This design comes from an exercise in tuning for small area and a short achievable clock period on the open sky130 flow, not from production work. The RTL was checked by simulation tests, not by an equivalence proof against the original design. In runs 4 and 5 the design's own scripts or RTL, not TritonCTS, make the clock network. The flow treats the clock pin as an ideal source. Dropping or thinning the clock tree relies on that and would not hold on a real chip.

## flow/design.v (module list and top-level ports; edited modules follow where they fit)
// module mul: 8691 lines
// module mul_fa: 4 lines
// module mul_ha: 4 lines
module mul(clk,
	   reset,
	   is_signed,
	   is_high,
	   go,
	   is_mulw,
	   src_A,
	   src_B,
	   rob_ptr_in,
	   prf_ptr_in,
	   y,
	   complete,
	   rob_ptr_out,
	   prf_ptr_val_out,
	   prf_ptr_out);
  // ...
==> flow/flow/run.sh <==
#!/bin/bash
# The standard layout (standard.sh) with changes made only through ORFS's own hooks and
# variables, on the same SDC (the design's clock period and I/O delays):
#  - the clock tree is a two-level buffer tree (flow/mycts.tcl, as PRE_CTS_TCL)
#    instead of TritonCTS's deeper one;
#  - the timing-repair margin follows the output-path floor (flow/margin.tcl), so repair
#    works on every path slower than the paths to the outputs;
#  - after ORFS's antenna repair, antennas are repaired again with a 20% margin and timing
#    is repaired once more (flow/grt_post.tcl);
#  - the port buffers start as buf_2 (BUFFER_PORTS_ARGS) rather than the delay cell that
#    buffer_ports picks by default; timing repair sizes them as it does any cell.
# Each ORFS step writes its own log under orfs/logs; make's output goes to flow_make.log.
set -euo pipefail
export BUFFER_PORTS_ARGS="-buffer_cell sky130_fd_sc_hd__buf_2"
F=$PWD/flow
EXTRA="SETUP_SLACK_MARGIN=$(cat $F/setup_margin) TNS_END_PERCENT=100"
EXTRA="$EXTRA PRE_CTS_TCL=$F/mycts.tcl"
EXTRA="$EXTRA PRE_GLOBAL_ROUTE_TCL=$F/grt_hook.tcl POST_GLOBAL_ROUTE_TCL=$F/grt_post.tcl"
sed -e "s|SETUP_SLACK_MARGIN=[-0-9.]*|$EXTRA|" standard.sh > standard_mine.sh
bash standard_mine.sh finish > flow_make.log 2>&1
==> flow/flow/grt_hook.tcl <==
# PRE_GLOBAL_ROUTE_TCL: set the repair margin from the output-path floor (see margin.tcl)
source [file join [file dirname [info script]] margin.tcl]
set_propagated_clock [all_clocks]
estimate_parasitics -placement
set_floor_margin
==> flow/flow/grt_post.tcl <==
source [file join [file dirname [info script]] margin.tcl]

log_cmd repair_antennas -iterations 3 -ratio_margin 20
log_cmd estimate_parasitics -global_routing
set_floor_margin
repair_timing_helper
log_cmd global_route -start_incremental
log_cmd detailed_placement
log_cmd global_route -end_incremental
check_placement -verbose
check_antennas -report_file $::env(REPORTS_DIR)/grt_antennas_post.log
log_cmd estimate_parasitics -global_routing
write_guides $::env(RESULTS_DIR)/route.guide
==> flow/flow/margin.tcl <==
# Timing-repair target for this design: the paths from the output registers to the output
# ports (clock latency, clock-to-q, output buffer and the fixed 20% output delay) set the
# shortest period the design can reach. The repair margin is set so that repair_timing
# aims at that floor (clock latency + 2.4 ns output delay + 0.45 ns for the flip-flop and the
# output buffer) on every path, with the SDC and its clock period unchanged.
proc set_floor_margin { } {
  set lat 0.0
  foreach p [get_pins -of_objects [all_registers] -filter "name==CLK"] {
    set a [get_property $p arrival_max_rise]
    if { $a > $lat } { set lat $a }
  }
  set period [get_property [lindex [all_clocks] 0] period]
  set m [format "%.3f" [expr { $period - ($lat + 0.2 * $period + 0.45) }]]
  set ::env(SETUP_SLACK_MARGIN) $m
  puts "margin.tcl: clock latency $lat, setup repair margin $m"
}
==> flow/flow/mycts.tcl <==
# Two-level clock tree, built in place of TritonCTS's.
# The flip-flops are split into equal clusters of at most CTS_LEAF_SIZE by recursive
# bisection of their placement; a clkbuf_16 at each cluster's centre drives its flip-flops. The leaf
# buffers are split into CTS_ROOTS groups the same way; a clkbuf_16 at each group's centre
# drives the group's leaf buffers, and the clock port drives the CTS_ROOTS root buffers.
# Every flip-flop sees the same two buffers, so no register's clock is moved on purpose.
# It is sourced as PRE_CTS_TCL and takes the place of clock_tree_synthesis in ORFS's cts.tcl.

source [file join [file dirname [info script]] margin.tcl]

proc mycts_split { idx pts k } {
  # recursive bisection of the points idx (indices into pts) into k groups of equal size,
  # each cut across the longer side of the group's bounding box; returns a list of groups
  if { $k <= 1 } {
    return [list $idx]
  }
  set xs {}
  set ys {}
  foreach i $idx {
    lappend xs [lindex $pts $i 0]
    lappend ys [lindex $pts $i 1]
  }
  set xs [lsort -real $xs]
  set ys [lsort -real $ys]
  set axis [expr { ([lindex $xs end] - [lindex $xs 0]) >= ([lindex $ys end] - [lindex $ys 0]) ? 0 : 1 }]
  set keyed {}
  foreach i $idx {
    lappend keyed [list [lindex $pts $i $axis] $i]
  }
  set keyed [lsort -real -index 0 $keyed]
  set k1 [expr { $k / 2 }]
  set n1 [expr { int(round(double([llength $idx]) * $k1 / $k)) }]
  set a {}
  set b {}
  set c 0
  foreach e $keyed {
    if { $c < $n1 } { lappend a [lindex $e 1] } else { lappend b [lindex $e 1] }
    incr c
  }
  return [concat [mycts_split $a $pts $k1] [mycts_split $b $pts [expr { $k - $k1 }]]]
}

proc mycts_centre { grp pts } {
  set sx 0.0
  set sy 0.0
  foreach i $grp {
    set sx [expr { $sx + [lindex $pts $i 0] }]
    set sy [expr { $sy + [lindex $pts $i 1] }]
  }
  set n [llength $grp]
  return [list [expr { int($sx / $n) }] [expr { int($sy / $n) }]]
}

proc mycts_build { } {
  set leaf_size 18
  set nroots 4
  set bufname sky130_fd_sc_hd__clkbuf_16
  set block [ord::get_db_block]
  set db [ord::get_db]
  set master [$db findMaster $bufname]
  set clk_port [$block findBTerm clk]
  set clk [$clk_port getNet]
  set sinks {}
  set pts {}
  foreach it [$clk getITerms] {
    set inst [$it getInst]
    set bb [$inst getBBox]
    lappend sinks $it
    lappend pts [list [expr { ([$bb xMin] + [$bb xMax]) / 2.0 }] [expr { ([$bb yMin] + [$bb yMax]) / 2.0 }]]
  }
  set n [llength $sinks]
  set k [expr { max(1, int(ceil(double($n) / $leaf_size))) }]
  puts "mycts: $n clock sinks, $k leaf buffers, $nroots root buffers"
  set all {}
  for { set i 0 } { $i < $n } { incr i } { lappend all $i }
  set groups [mycts_split $all $pts $k]
  # leaf buffers
  set leaves {}
  set lpts {}
  set cnt {}
  set j 0
  foreach grp $groups {
    set b [odb::dbInst_create $block $master "mycts_leaf_$j"]
    lassign [mycts_centre $grp $pts] x y
    $b setLocation $x $y
    $b setPlacementStatus PLACED
    set net [odb::dbNet_create $block "mycts_leafnet_$j"]
    $net setSigType CLOCK
    [$b findITerm X] connect $net
    foreach i $grp {
      set it [lindex $sinks $i]
      $it disconnect
      $it connect $net
    }
    lappend leaves $b
    lappend lpts [list $x $y]
    lappend cnt [llength $grp]
    incr j
  }
  puts "mycts: flip-flops per leaf buffer: [lsort -integer $cnt]"
  # root buffers
  set nroots [expr { min($nroots, $k) }]
  set lall {}
  for { set i 0 } { $i < $k } { incr i } { lappend lall $i }
  set r 0
  foreach grp [mycts_split $lall $lpts $nroots] {
    set b [odb::dbInst_create $block $master "mycts_root_$r"]
    lassign [mycts_centre $grp $lpts] x y
    $b setLocation $x $y
    $b setPlacementStatus PLACED
    set net [odb::dbNet_create $block "mycts_rootnet_$r"]
    $net setSigType CLOCK
    [$b findITerm X] connect $net
    [$b findITerm A] connect $clk
    foreach i $grp {
      [[lindex $leaves $i] findITerm A] connect $net
    }
    incr r
  }
  $clk setSigType CLOCK
}

rename clock_tree_synthesis tritoncts_clock_tree_synthesis
proc clock_tree_synthesis { args } {
  mycts_build
  set_propagated_clock [all_clocks]
  estimate_parasitics -placement
  set_floor_margin
}
==> flow/flow/setup_margin <==
8.5
==> flow/standard.sh <==
#!/bin/bash
# synth_recipe.tcl (not shown) runs the flow's synth.tcl, then flattens the netlist and writes it again
# the make line also repeats each setting of config.mk as NAME=value (left out here)
make -C /OpenROAD-flow-scripts/flow DESIGN_CONFIG=/design/flow/config.mk WORK_HOME=/design/flow/orfs CLKGATE_MAP_FILE= SYNTH_SCRIPT=/design/flow/synth_recipe.tcl "${@:-finish}"
==> flow/config.mk <==
export PLATFORM = sky130hd
export DESIGN_NAME = mul
export DESIGN_NICKNAME = mul
export VERILOG_FILES = /design/flow/design.v
export SDC_FILE = /design/flow/constraint.sdc
export NUM_CORES = 4
export LEC_CHECK = 0
export ABC_AREA = 1
export CAP_MARGIN = 20
export CORE_MARGIN = 2
export CORE_UTILIZATION = 55
export SETUP_SLACK_MARGIN = 0.4
export SLEW_MARGIN = 20
export SYNTH_HIERARCHICAL = 1
export SYNTH_MINIMUM_KEEP_SIZE = 0
==> flow/constraint.sdc <==
create_clock -name core_clock -period 12.0 [get_ports {clk}]
set_input_delay 2.4000 -clock core_clock [delete_from_list [all_inputs] [get_ports {clk}]]
set_output_delay 2.4000 -clock core_clock [all_outputs]
set_load 0.01 [all_outputs]
==> results.toml, run 1 <==
[run_status]
status = "aborted with a tool error"
haltStage = "global routing (5_1_grt)"
error = "[ERROR EST-0104] inconsistent parasitics state"

[yosys]
synth_edf_count = 0
synth.distinct_cells = 41
yosysTopAreaCell = "fa_1"
synth_seq_cells = 1278
yosys_warnings = 9
synth-adder-area-share_pct = 37.00
synth_common_cells = "2170 x xor2_1, 2048 x o22ai_1, 1962 x fa_1"
synth_mux_area_share_pct = 0.2958
synth-simple-area-share_pct = 5.329
synth-compound-area-share_pct = 12.40
yosysSeqAreaShare_pct = 22.40
async_reset_ff_share_pct = 0
synth_top_cell_area_share_pct = 34.39
synthCells = 11190
synth_top_family_by_area = "adder cells"
yosysMostFrequentCell = "xor2_1"
syn-cell-area_sq_um = 114200
ys.flop_type = "dfxtp_1"
syn_area_per_cell_sq_um = 10.21

[placement]
portBuffers = 223
dp_hpwl_um = 359600
gp_congestion = 1.049
pre_cts_slack_ns = 7.704
placed_area_sq_um = 116100
numPlacedInstances = 13230

[floorplan]
die-width_um = 459.7
fp-row-count = 167
initial_core_util_pct = 55.26
die_h_um = 459.7

[clock_tree]
post-cts-setup-buffers = 17
cts_resized = 313
hold_buffers = 0

[timing]
worstEndpointGrtRepair = "rs3_4690$_DFF_P_/D"
==> run 2: changes to the inputs <==
--- a/flow/config.mk
+++ b/flow/config.mk
@@ -9,5 +9,5 @@
 export CAP_MARGIN = 20
 export CORE_MARGIN = 2
-export CORE_UTILIZATION = 55
+export CORE_UTILIZATION = 62
 export SETUP_SLACK_MARGIN = 0.4
 export SLEW_MARGIN = 20
==> run 2 against run 1 <==
Compared with the run above: the flow again stops in global routing (5_1_grt); synthesized cell count did not move; area after synthesis unchanged.
==> results.toml, run 2 <==
[run_status]
status = "aborted with a tool error"
haltStage = "global routing (5_1_grt)"
error = "[ERROR EST-0104] inconsistent parasitics state"

[global_routing]
grt_max_degree = 72

[yosys]
yosysTopAreaCell = "fa_1"
synth_top_cell_area_share_pct = 34.39
synth_mux_area_share_pct = 0.2958
syn-cell-area_sq_um = 114200
synth_top_family_by_area = "adder cells"
syn_area_per_cell_sq_um = 10.21
synth-adder-area-share_pct = 37.00
yosysSeqAreaShare_pct = 22.40
yosysMostFrequentCell = "xor2_1"
synth-compound-area-share_pct = 12.40
async_reset_ff_share_pct = 0
syn_nets = 13530
synthCells = 11190
synth_area_leaders = "fa_1 34%, dfxtp_1 22%, xor2_1 17%"
synth_seq_cells = 1278
synth_edf_count = 0
synth_common_cells = "2170 x xor2_1, 2048 x o22ai_1, 1962 x fa_1"
synth-simple-area-share_pct = 5.329
synth-xor-area-share_pct = 16.89
synth.distinct_cells = 41
ys.flop_type = "dfxtp_1"
yosys_warnings = 9

[floorplan]
initial_core_util_pct = 62.38
die-width_um = 433.2
die_h_um = 433.2
fp-row-count = 157
io_pins = 224

[timing]
worstEndpointGrtRepair = "y[56]"
worstEpCategory = "top-level output"

[placement]
gp_congestion = 1.082
portBuffers = 223
placed_area_sq_um = 115800
pre_cts_slack_ns = 7.516
dp_hpwl_um = 349600
numPlacedInstances = 12990

[clock_tree]
hold_buffers = 0
## run 2: metrics by stage
step | hold slack [ns]
3_5_place_dp | 0.3121
4_1_cts | 0.3294
3_3_place_gp | 0.3097
2_1_floorplan | 0.3096
## run 2: what timing repair did
item / CTS
buffers inserted: 20
pin swaps: 2
gates cloned: 1
endpoints found under the hold margin: 0
endpoints found under the setup margin: 706
resized for setup: 304
## run 2: cell families after synthesis
family / count (synthesis)
AOI/OAI and AO/OA: 2281
xor gates and xnor gates: 2202
DFF: 1278
adders and majority gates: 2200
buffers and inverters: 1673
and+or+nand+nor: 1522
muxes: 30
## run 2: per-module statistics from Yosys (local to each module, per instance)
module  cells inside  times used
mul             9139           1
mul_fa             1        1961
mul_ha             1          86
## run 2: worst max path at each step
stage / start / to / slack [ns] / cells after the start
2_1_floorplan: r_is_high[2] / r_y[33] / 9.08 / 21
3_3_place_gp: r_is_high[2] / r_y[61] / 7.54 / 17
3_5_place_dp: r_is_high[2] / r_y[46] / 7.52 / 16
4_1_cts: r_y[56] / y[56] / 8.48 / 1
==> run 3: changes to the inputs <==
--- a/flow/flow/run.sh
+++ b/flow/flow/run.sh
@@ -3,5 +3,6 @@
 # variables, on the same SDC (the design's clock period and I/O delays):
 #  - the clock tree is a two-level buffer tree (flow/mycts.tcl, as PRE_CTS_TCL)
-#    instead of TritonCTS's deeper one;
+#    instead of TritonCTS's deeper one; before it is built, the flip-flops that drive
+#    output ports are moved next to their port buffers;
 #  - the timing-repair margin follows the output-path floor (flow/margin.tcl), so repair
 #    works on every path slower than the paths to the outputs;
==> flow/flow/margin.tcl (replaced) <==
# Timing-repair target for this design: the paths from the output registers to the output
# ports (clock latency, clock-to-q, output buffer and the fixed 20% output delay) set the
# shortest period the design can reach. The repair margin is set so that repair_timing
# aims at that floor (clock latency + 2.4 ns output delay + 0.42 ns for the flip-flop and the
# output buffer) on every path, with the SDC and its clock period unchanged.
proc set_floor_margin { } {
  set lat 0.0
  foreach p [get_pins -of_objects [all_registers] -filter "name==CLK"] {
    set a [get_property $p arrival_max_rise]
    if { $a > $lat } { set lat $a }
  }
  set period [get_property [lindex [all_clocks] 0] period]
  set m [format "%.3f" [expr { $period - ($lat + 0.2 * $period + 0.42) }]]
  set ::env(SETUP_SLACK_MARGIN) $m
  puts "margin.tcl: clock latency $lat, setup repair margin $m"
}
--- a/flow/flow/mycts.tcl
+++ b/flow/flow/mycts.tcl
@@ -121,6 +121,37 @@
 }
 
+# Each flip-flop that drives an output port's buffer is moved next to that buffer (the
+# detailed placement that follows in cts.tcl legalizes it), so that the register-to-port
+# path is not slowed by a long wire from wherever global placement left the flip-flop.
+proc mycts_move_output_flops { } {
+  set block [ord::get_db_block]
+  set n 0
+  foreach bt [$block getBTerms] {
+    if { [$bt getIoType] != "OUTPUT" } { continue }
+    set net [$bt getNet]
+    foreach it [$net getITerms] {
+      if { ![$it isOutputSignal] } { continue }
+      set buf [$it getInst]
+      set a [$buf findITerm A]
+      if { $a == "NULL" } { continue }
+      set in [$a getNet]
+      if { $in == "NULL" } { continue }
+      foreach it2 [$in getITerms] {
+        if { ![$it2 isOutputSignal] } { continue }
+        set ff [$it2 getInst]
+        if { ![string match "*dfxtp*" [[$ff getMaster] getName]] } { continue }
+        set bb [$buf getBBox]
+        $ff setLocation [$bb xMin] [$bb yMin]
+        incr n
+      }
+    }
+  }
+  puts "mycts: moved $n output flip-flops next to their port buffers"
+}
+
 rename clock_tree_synthesis tritoncts_clock_tree_synthesis
 proc clock_tree_synthesis { args } {
+  mycts_move_output_flops
+  log_cmd detailed_placement
   mycts_build
   set_propagated_clock [all_clocks]
--- a/flow/config.mk
+++ b/flow/config.mk
@@ -9,5 +9,5 @@
 export CAP_MARGIN = 20
 export CORE_MARGIN = 2
-export CORE_UTILIZATION = 62
+export CORE_UTILIZATION = 55
 export SETUP_SLACK_MARGIN = 0.4
 export SLEW_MARGIN = 20
==> run 3 against run 2 <==
Compared with the run above: the flow again stops in global routing (5_1_grt); area after synthesis did not move; synthesized cell count did not move.
==> results.toml, run 3 <==
[yosys]
ys.flop_type = "dfxtp_1"
synth.distinct_cells = 41
synth_common_cells = "2170 x xor2_1, 2048 x o22ai_1, 1962 x fa_1"
async_reset_ff_share_pct = 0
syn_area_per_cell_sq_um = 10.21
yosysTopAreaCell = "fa_1"
yosys_warnings = 9
yosysSeqAreaShare_pct = 22.40
yosysMostFrequentCell = "xor2_1"
syn_nets = 13530
synth_top_cell_area_share_pct = 34.39
synthCells = 11190
synth_area_leaders = "fa_1 34%, dfxtp_1 22%, xor2_1 17%"
syn-cell-area_sq_um = 114200
synth_edf_count = 0
synth_seq_cells = 1278

[global_routing]
grt_max_degree = 67

[placement]
portBuffers = 223
placed_area_sq_um = 116100
gp_congestion = 1.049
pre_cts_slack_ns = 7.704
dp_hpwl_um = 359600
numPlacedInstances = 13230

[floorplan]
die_h_um = 459.7
io_pins = 224
die-width_um = 459.7
fp-row-count = 167
initial_core_util_pct = 55.26

[run_status]
error = "[ERROR EST-0104] inconsistent parasitics state"
status = "aborted with a tool error"
haltStage = "global routing (5_1_grt)"

[timing]
worstEndpointGrtRepair = "r_y[61]$_DFF_P_/D"
worstEpCategory = "sequential cell input"
==> run 3: cell counts after synthesis <==
Identical to the previous run, type by type.
==> run 3: modules after synthesis, one instance, submodules excluded <==
module / flops+latches / copies in the design
mul: 1278 / 1
mul_fa: 0 / 1961
mul_ha: 0 / 86
==> run 3: worst max-delay path by stage <==
| stage | to | slack (ns) | depth (start not counted) |
|---|---|---|---|
| after CTS | r_y[12] | 8.51 | 10 |
| after detailed placement | r_y[44] | 7.70 | 16 |
| after global placement | r_y[44] | 7.75 | 16 |
| after floorplan | r_y[33] | 9.08 | 21 |
==> run 3: logic make-up after synthesis <==
group                      Yosys count  synth area share (%)
xor gates and xnor gates          2202                 16.89
and+or+nand+nor                   1522                 5.329
buffers and inverters             1673                 5.682
adders and majority gates         2200                 37.00
DFF                               1278                 22.40
muxes                               30                0.2958
AOI/OAI and AO/OA                 2281                 12.40
==> run 3: through the flow <==
step                hold slack, ns
global placement            0.3099
floorplan                   0.3096
detailed placement          0.3121
CTS                         0.3300
==> run 3: timing repair <==
item,4_1_cts
gates cloned,1
setup buffers,22
hold buffers,0
setup endpoints to repair,679
resized for setup,314
pin swaps,2
==> run 4: changes to the inputs <==
--- a/flow/flow/run.sh
+++ b/flow/flow/run.sh
@@ -7,6 +7,5 @@
 #  - the timing-repair margin follows the output-path floor (flow/margin.tcl), so repair
 #    works on every path slower than the paths to the outputs;
-#  - after ORFS's antenna repair, antennas are repaired again with a 20% margin and timing
-#    is repaired once more (flow/grt_post.tcl);
+#  - after ORFS's antenna repair, timing is repaired once more (flow/grt_post.tcl);
 #  - the port buffers start as buf_2 (BUFFER_PORTS_ARGS) rather than the delay cell that
 #    buffer_ports picks by default; timing repair sizes them as it does any cell.
--- a/flow/flow/grt_post.tcl
+++ b/flow/flow/grt_post.tcl
@@ -1,5 +1,6 @@
+# POST_GLOBAL_ROUTE_TCL: ORFS repairs antennas after its last timing repair, and the diodes
+# it adds slow some nets. Repair timing once more against the same floor (margin.tcl), then
+# route the changed nets again and rewrite the route guides for the detailed router.
 source [file join [file dirname [info script]] margin.tcl]
-
-log_cmd repair_antennas -iterations 3 -ratio_margin 20
 log_cmd estimate_parasitics -global_routing
 set_floor_margin
==> flow/flow/margin.tcl (replaced) <==
proc set_floor_margin { } {
  set lat 0.0
  foreach p [get_pins -of_objects [all_registers] -filter "name==CLK"] {
    set a [get_property $p arrival_max_rise]
    if { $a > $lat } { set lat $a }
  }
  set period [get_property [lindex [all_clocks] 0] period]
  set m [format "%.3f" [expr { $period - ($lat + 0.2 * $period + 0.30) }]]
  set ::env(SETUP_SLACK_MARGIN) $m
  puts "margin.tcl: clock latency $lat, setup repair margin $m"
}
--- a/flow/flow/mycts.tcl
+++ b/flow/flow/mycts.tcl
@@ -1,6 +1,6 @@
-# Two-level clock tree, built in place of TritonCTS's.
+# Two-level clock tree (buf_16 roots, clkbuf_16 leaves), built in place of TritonCTS's.
 # The flip-flops are split into equal clusters of at most CTS_LEAF_SIZE by recursive
 # bisection of their placement; a clkbuf_16 at each cluster's centre drives its flip-flops. The leaf
-# buffers are split into CTS_ROOTS groups the same way; a clkbuf_16 at each group's centre
+# buffers are split into CTS_ROOTS groups the same way; a buf_16 at each group's centre
 # drives the group's leaf buffers, and the clock port drives the CTS_ROOTS root buffers.
 # Every flip-flop sees the same two buffers, so no register's clock is moved on purpose.
@@ -53,7 +53,8 @@
 
 proc mycts_build { } {
-  set leaf_size 18
+  set leaf_size 14
   set nroots 4
   set bufname sky130_fd_sc_hd__clkbuf_16
+  set rootname sky130_fd_sc_hd__buf_16
   set block [ord::get_db_block]
   set db [ord::get_db]
@@ -105,5 +106,5 @@
   set r 0
   foreach grp [mycts_split $lall $lpts $nroots] {
-    set b [odb::dbInst_create $block $master "mycts_root_$r"]
+    set b [odb::dbInst_create $block [$db findMaster $rootname] "mycts_root_$r"]
     lassign [mycts_centre $grp $lpts] x y
     $b setLocation $x $y
==> run 4 against run 3 <==
Compared with the run above: the run now finishes clean; area after synthesis stayed put; synthesized cell count stayed put.
==> results.toml, run 4 <==
[timing]
max_slew_margin_pct = 6.450
fin_crit_ns = 3.520
tightestPinTransition_ns = 1.394
setup_ws_ns = 8.480
fin_setup_tns_ns = 0
setup_viol = 0
fin_skew_ns = 0.1448
report.final.slew_viol_count = 0
timing.fmax_ghz = 0.2841
fin_crit_sh_pct = 29.33
finalHoldViolations = 0

[global_routing]
grtUsageTotal_pct = 53.75
groute.layer.met1.usage_pct = 60.73
grt_pass1_vias = 103500
grt_use_met2_pct = 72.53
overflow = 0
grt_max_degree = 65
busiest_layer = "met2"
grt_pass1_wl_um = 792200
antenna_found_initial = 87
grtUsageMet3_pct = 31.99

[routing]
num_vias = 101700
first_pass_iters = 17
drc = 0
drt_wl_total_um = 580200
viasPerCell = 7.471
wl_per_cell_um = 42.63
drtAntennaViolNets = 0
drt_iter0_drc = 18350

[cells_and_area]
nNetsFinal = 13020
largest_reg_flops = 65
postLayoutCoreUtil_pct = 59.46
final_cell_mix = "2164 x xor2_1, 2048 x o22ai_1, 1956 x fa_1"
final_common_cell = "xor2_1"
multi_input_area_sq_um = 82480
top_regs = "r1_a x65, r_y x64"
regMostFlops = "r1_a"
synthToLayoutAreaGrowth_pct = 7.590
area.sequential_sq_um = 25790
nFillCells = 17350
drive_above_1_share_pct = 8.965

[floorplan]
io_pins = 224
die_area_sq_um = 211300
coreArea_sq_um = 206700
fp-row-count = 167
die_h_um = 459.7
die-width_um = 459.7
initial_core_util_pct = 55.26

[worst_setup_path]
worst_ep_required_time_ns = 12.51
arrival_ns = 4.03
worst_r2r_path_depth = 5
worstSetupStartpointType = "flop"
crit_start = "r1_neg[14]"
regToRegStartpoint = "r1_neg[14]"
critPathKind = "reg2reg"
worstSetupEndpointType = "flop"
crit_fanout = 30

[run_status]
status = "complete, no violations"

[yosys]
async_reset_ff_share_pct = 0
yosysSeqAreaShare_pct = 22.40
syn-cell-area_sq_um = 114200
synth_seq_cells = 1278
synth_common_cells = "2170 x xor2_1, 2048 x o22ai_1, 1962 x fa_1"
synth.distinct_cells = 41
syn_nets = 13530
syn_area_per_cell_sq_um = 10.21
ys.flop_type = "dfxtp_1"
synth_top_cell_area_share_pct = 34.39
synthCells = 11190
yosys_warnings = 9
yosysMostFrequentCell = "xor2_1"
synth_edf_count = 0
yosysTopAreaCell = "fa_1"
synth_area_leaders = "fa_1 34%, dfxtp_1 22%, xor2_1 17%"

[min_path]
hold_class = "reg2reg"
min_from = "r_prf_ptr[2][5]"
hold_depth = 0

[clock_tree]
cts_resized = 464
path_clk_slew_ns = 0.07
post-cts-setup-buffers = 32
insertion_delay_ns = 0.74
hold_buffers = 0

[placement]
gp_congestion = 1.049
pre_cts_slack_ns = 7.704
dp_hpwl_um = 359600
portBuffers = 223

[job]
maxCapViolCount = 0
==> run 4: cell counts after synthesis <==
Identical to the previous run, type by type.
==> run 4: final timing paths <==
path / endpoint / slack, ns
max: rs3_4682 / 8.48
min reg2reg: r_prf_ptr[3][5] / 0.33
max reg2reg: rs3_4682 / 8.48
min: r_prf_ptr[3][5] / 0.33
==> run 4: kinds of logic (layout without fill, tap and decap cells) <==
family                     after synthesis  count (layout)  share of synthesized area, %
AOI/OAI and AO/OA                     2281            2281                         12.40
xor gates and xnor gates              2202            2202                         16.89
adders and majority gates             2200            2200                         37.00
buffers and inverters                 1673            1160                         5.682
and+or+nand+nor                       1522            1524                         5.329
DFF                                   1278            1278                         22.40
muxes                                   30              30                        0.2958
other                                    0             229                             0
==> run 4: modules after synthesis, one instance, submodules excluded <==
module | area [sq um] | cells inside | flip-flops and latches
mul_fa | 20.02 | 1 | 0
mul_ha | 12.51 | 1 | 0
mul | 73870 | 9139 | 1278
==> run 4: layout make-up <==
type	instances	area share, %
flip-flops and latches	1278	20.99
repair inverters	2	0.01426
inverters	587	2.228
well taps	2704	2.754
plain buffers	96	1.963
multi-input cells	8237	67.13
repair buffers	475	4.458
diodes	229	0.4664
==> run 4: worst max-delay path, stage by stage (launching register included) <==
cell     delay (ns)
dfxtp_4        0.70
buf_4          0.75
xor2_1         0.26
fa_1           0.47
fa_1           0.67
fa_1           0.47
==> run 4: metrics by stage <==
stage                     instance area [sq um]  instances  hold WS [ns]
after floorplan                          114200      11190        0.3096
after global placement                   116100      13230        0.3099
after detailed placement                 116100      13230        0.3121
after CTS                                120800      13360        0.3277
final                                    122900      13610        0.3257
==> run 4: metal layers <==
layer	wire, um	vias to the layer above
li1	-	36250
met1	186800	49400
met2	223700	11660
met3	104900	4272
met4	61940	89
met5	2808	-
==> run 5: changes to the inputs <==
--- a/flow/flow/margin.tcl
+++ b/flow/flow/margin.tcl
@@ -6,5 +6,5 @@
   }
   set period [get_property [lindex [all_clocks] 0] period]
-  set m [format "%.3f" [expr { $period - ($lat + 0.2 * $period + 0.30) }]]
+  set m [format "%.3f" [expr { $period - ($lat + 0.2 * $period + 0.36) }]]
   set ::env(SETUP_SLACK_MARGIN) $m
   puts "margin.tcl: clock latency $lat, setup repair margin $m"
==> run 5 against run 4 <==
Compared with the run above: now fails the layout checks on antenna violations; hold slack about the same; first-iteration DRC count is 2.1% lower; maximum frequency decreased by 3.6%; synthesized cell count stayed put; global-route usage is 0.25 points lower; final area down 0.41%; area after synthesis did not move.
==> results.toml, run 5 <==
[global_routing]
grt_pass1_vias = 103100
overflow = 0
antenna_found_initial = 87
grtUsageTotal_pct = 53.50
grtUsageMet3_pct = 31.76
groute.layer.met1.usage_pct = 60.82
busiest_layer = "met2"
grt_use_met2_pct = 72.39
grt_pass1_wl_um = 789600
grt_max_degree = 67

[worst_setup_path]
worstSetupStartpointType = "flop"
critPathKind = "reg2reg"
worstSetupEndpointType = "flop"
crit_cells = 5
worst_r2r_path_depth = 5
cp_slowest_stage_delay_ns = 0.73
path_buf_inv = 1
crit_chain = "buf_4 -> xor2_2 -> fa_1 -> fa_1 -> fa_1"
arrival_ns = 4.16
crit_fanout = 22
cp_slowest_cell = "dfxtp_4"
worst_ep_required_time_ns = 12.51
cp_top_family = "adder cells"
timing.critical_path.mode_cell = "fa_1"

[yosys]
synth_edf_count = 0
syn_nets = 13530
synth_seq_cells = 1278
synth.distinct_cells = 41
yosysTopAreaCell = "fa_1"
syn-cell-area_sq_um = 114200
synthCells = 11190
yosysSeqAreaShare_pct = 22.40
yosysMostFrequentCell = "xor2_1"
synth_top_cell_area_share_pct = 34.39
synth_common_cells = "2170 x xor2_1, 2048 x o22ai_1, 1962 x fa_1"
synth_area_leaders = "fa_1 34%, dfxtp_1 22%, xor2_1 17%"
ys.flop_type = "dfxtp_1"
yosys_warnings = 9
async_reset_ff_share_pct = 0
syn_area_per_cell_sq_um = 10.21

[floorplan]
die-width_um = 459.7
io_pins = 224
die_h_um = 459.7
initial_core_util_pct = 55.26
fp-row-count = 167
coreArea_sq_um = 206700
die_area_sq_um = 211300

[cells_and_area]
drive_above_1_share_pct = 8.765
final_common_cell = "xor2_1"
regMostFlops = "r1_a"
nNetsFinal = 13020
top_regs = "r1_a x65, r_y x64"
largest_reg_flops = 65
final_cell_mix = "2165 x xor2_1, 2047 x o22ai_1, 1959 x fa_1"
synthToLayoutAreaGrowth_pct = 7.153

[placement]
dp_hpwl_um = 359600
gp_congestion = 1.049
portBuffers = 223
pre_cts_slack_ns = 7.704

[clock_tree]
hold_buffers = 0
post-cts-setup-buffers = 26
insertion_delay_ns = 0.71
cts_resized = 378
path_clk_slew_ns = 0.08

[job]
maxCapViolCount = 0

[timing]
max_slew_margin_pct = 22.35
fin_setup_tns_ns = 0
report.final.slew_viol_count = 0
setup_viol = 0
fin_crit_sh_pct = 30.44
timing.fmax_ghz = 0.2738
tightestPinTransition_ns = 1.161
fin_crit_ns = 3.652
finalHoldViolations = 0
fin_skew_ns = 0.1190
setup_ws_ns = 8.348

[run_status]
failed_checks = "antenna violations"
status = "complete, but fails checks"

[routing]
num_vias = 101800
drtAntennaViolNets = 1
drt_iter0_drc = 17960
wl_per_cell_um = 42.68
first_pass_iters = 15
drt_wl_total_um = 578700
drc = 0
viasPerCell = 7.507

[min_path]
hold_depth = 0
hold_class = "reg2reg"
-- run 5: final timing paths --
kind	to	slack (ns)	startpoint
worst min register to register	r_is_high[1]	0.33	r_is_high[0]
worst min-delay path	r_is_high[1]	0.33	r_is_high[0]
worst max register to register	rs3_5069	8.35	r1_neg[16]
worst max-delay path	rs3_5069	8.35	r1_neg[16]
-- run 5: final cells by class --
cell class | instances | area [sq um]
Antenna cell | 188 | 470.5
Buffer | 96 | 2412
Fill cell | 17420 | 84280
Inverter | 587 | 2638
Multi-Input combinational cell | 8237 | 82460
Sequential cell | 1278 | 25780
Tap cell | 2704 | 3383
Timing Repair Buffer | 469 | 5219
Timing Repair inverter | 1 | 8.758
-- run 5: metrics by stage --
| stage | hold slack, ns | cell area, sq um | cells | utilization [%] |
|---|---|---|---|---|
| after floorplan | 0.3096 | 114200 | 11190 | - |
| after global placement | 0.3099 | 116100 | 13230 | 56.19 |
| after detailed placement | 0.3121 | 116100 | 13230 | 56.20 |
| after CTS | 0.3277 | 120400 | 13350 | 58.25 |
| final | 0.3256 | 122400 | 13560 | 59.21 |
-- run 5: layer usage --
metal / wire length (um) / share of wire (%)
met1: 187200 / 32
met2: 223500 / 39
met3: 104800 / 18
met4: 61550 / 11
met5: 1626 / 0.28
-- run 5: cells by family (layout without fill, tap and decap cells) --
family          Yosys count  after routing  synth area share, %
compound gates         2281           2281                12.40
xor+xnor               2202           2202                16.89
fa+ha+maj              2200           2200                37.00
buf+inv                1673           1153                5.682
simple gates           1522           1524                5.329
flops                  1278           1278                22.40
mux                      30             30               0.2958
other cells               0            188                    0
-- run 5: worst reg2reg max path, delay by kind of cell (launching register included) --
kind | cells | cell delay [ns]
xor gates and xnor gates | 1 | 0.60
adders and majority gates | 3 | 1.47
buffers and inverters | 1 | 0.64
DFF | 1 | 0.73
-- run 5: per-module statistics from Yosys (local to each module, per instance) --
module	flops+latches	times used	area, sq um
mul_fa	0	1961	20.02
mul_ha	0	86	12.51
mul	1278	1	73870

-- separate check: timing with driven ports --
The flow's constraints put no driver on any port. The routed layouts listed below were extracted and timed again, unchanged, in two steps. Step 1 sets driving cells, clkbuf_16 on the clock port and buf_2 on the other inputs (assumed; they add their load-dependent delay and slew). Step 2 also shifts input and output timing later by t, the mid clock arrival at the registers, as if the neighbouring blocks saw the same clock. a / b / c = no drivers / after step 1 / after step 2; a / b = the first two.
run	shift t [ns]	setup slack, ns	worst hold slack (ns)
run 4	0.913	8.480 / 8.279 / 8.481	0.326 / 0.326 / 0.326
run 5	0.894	8.348 / 8.286 / 8.352	0.326 / 0.326 / 0.326
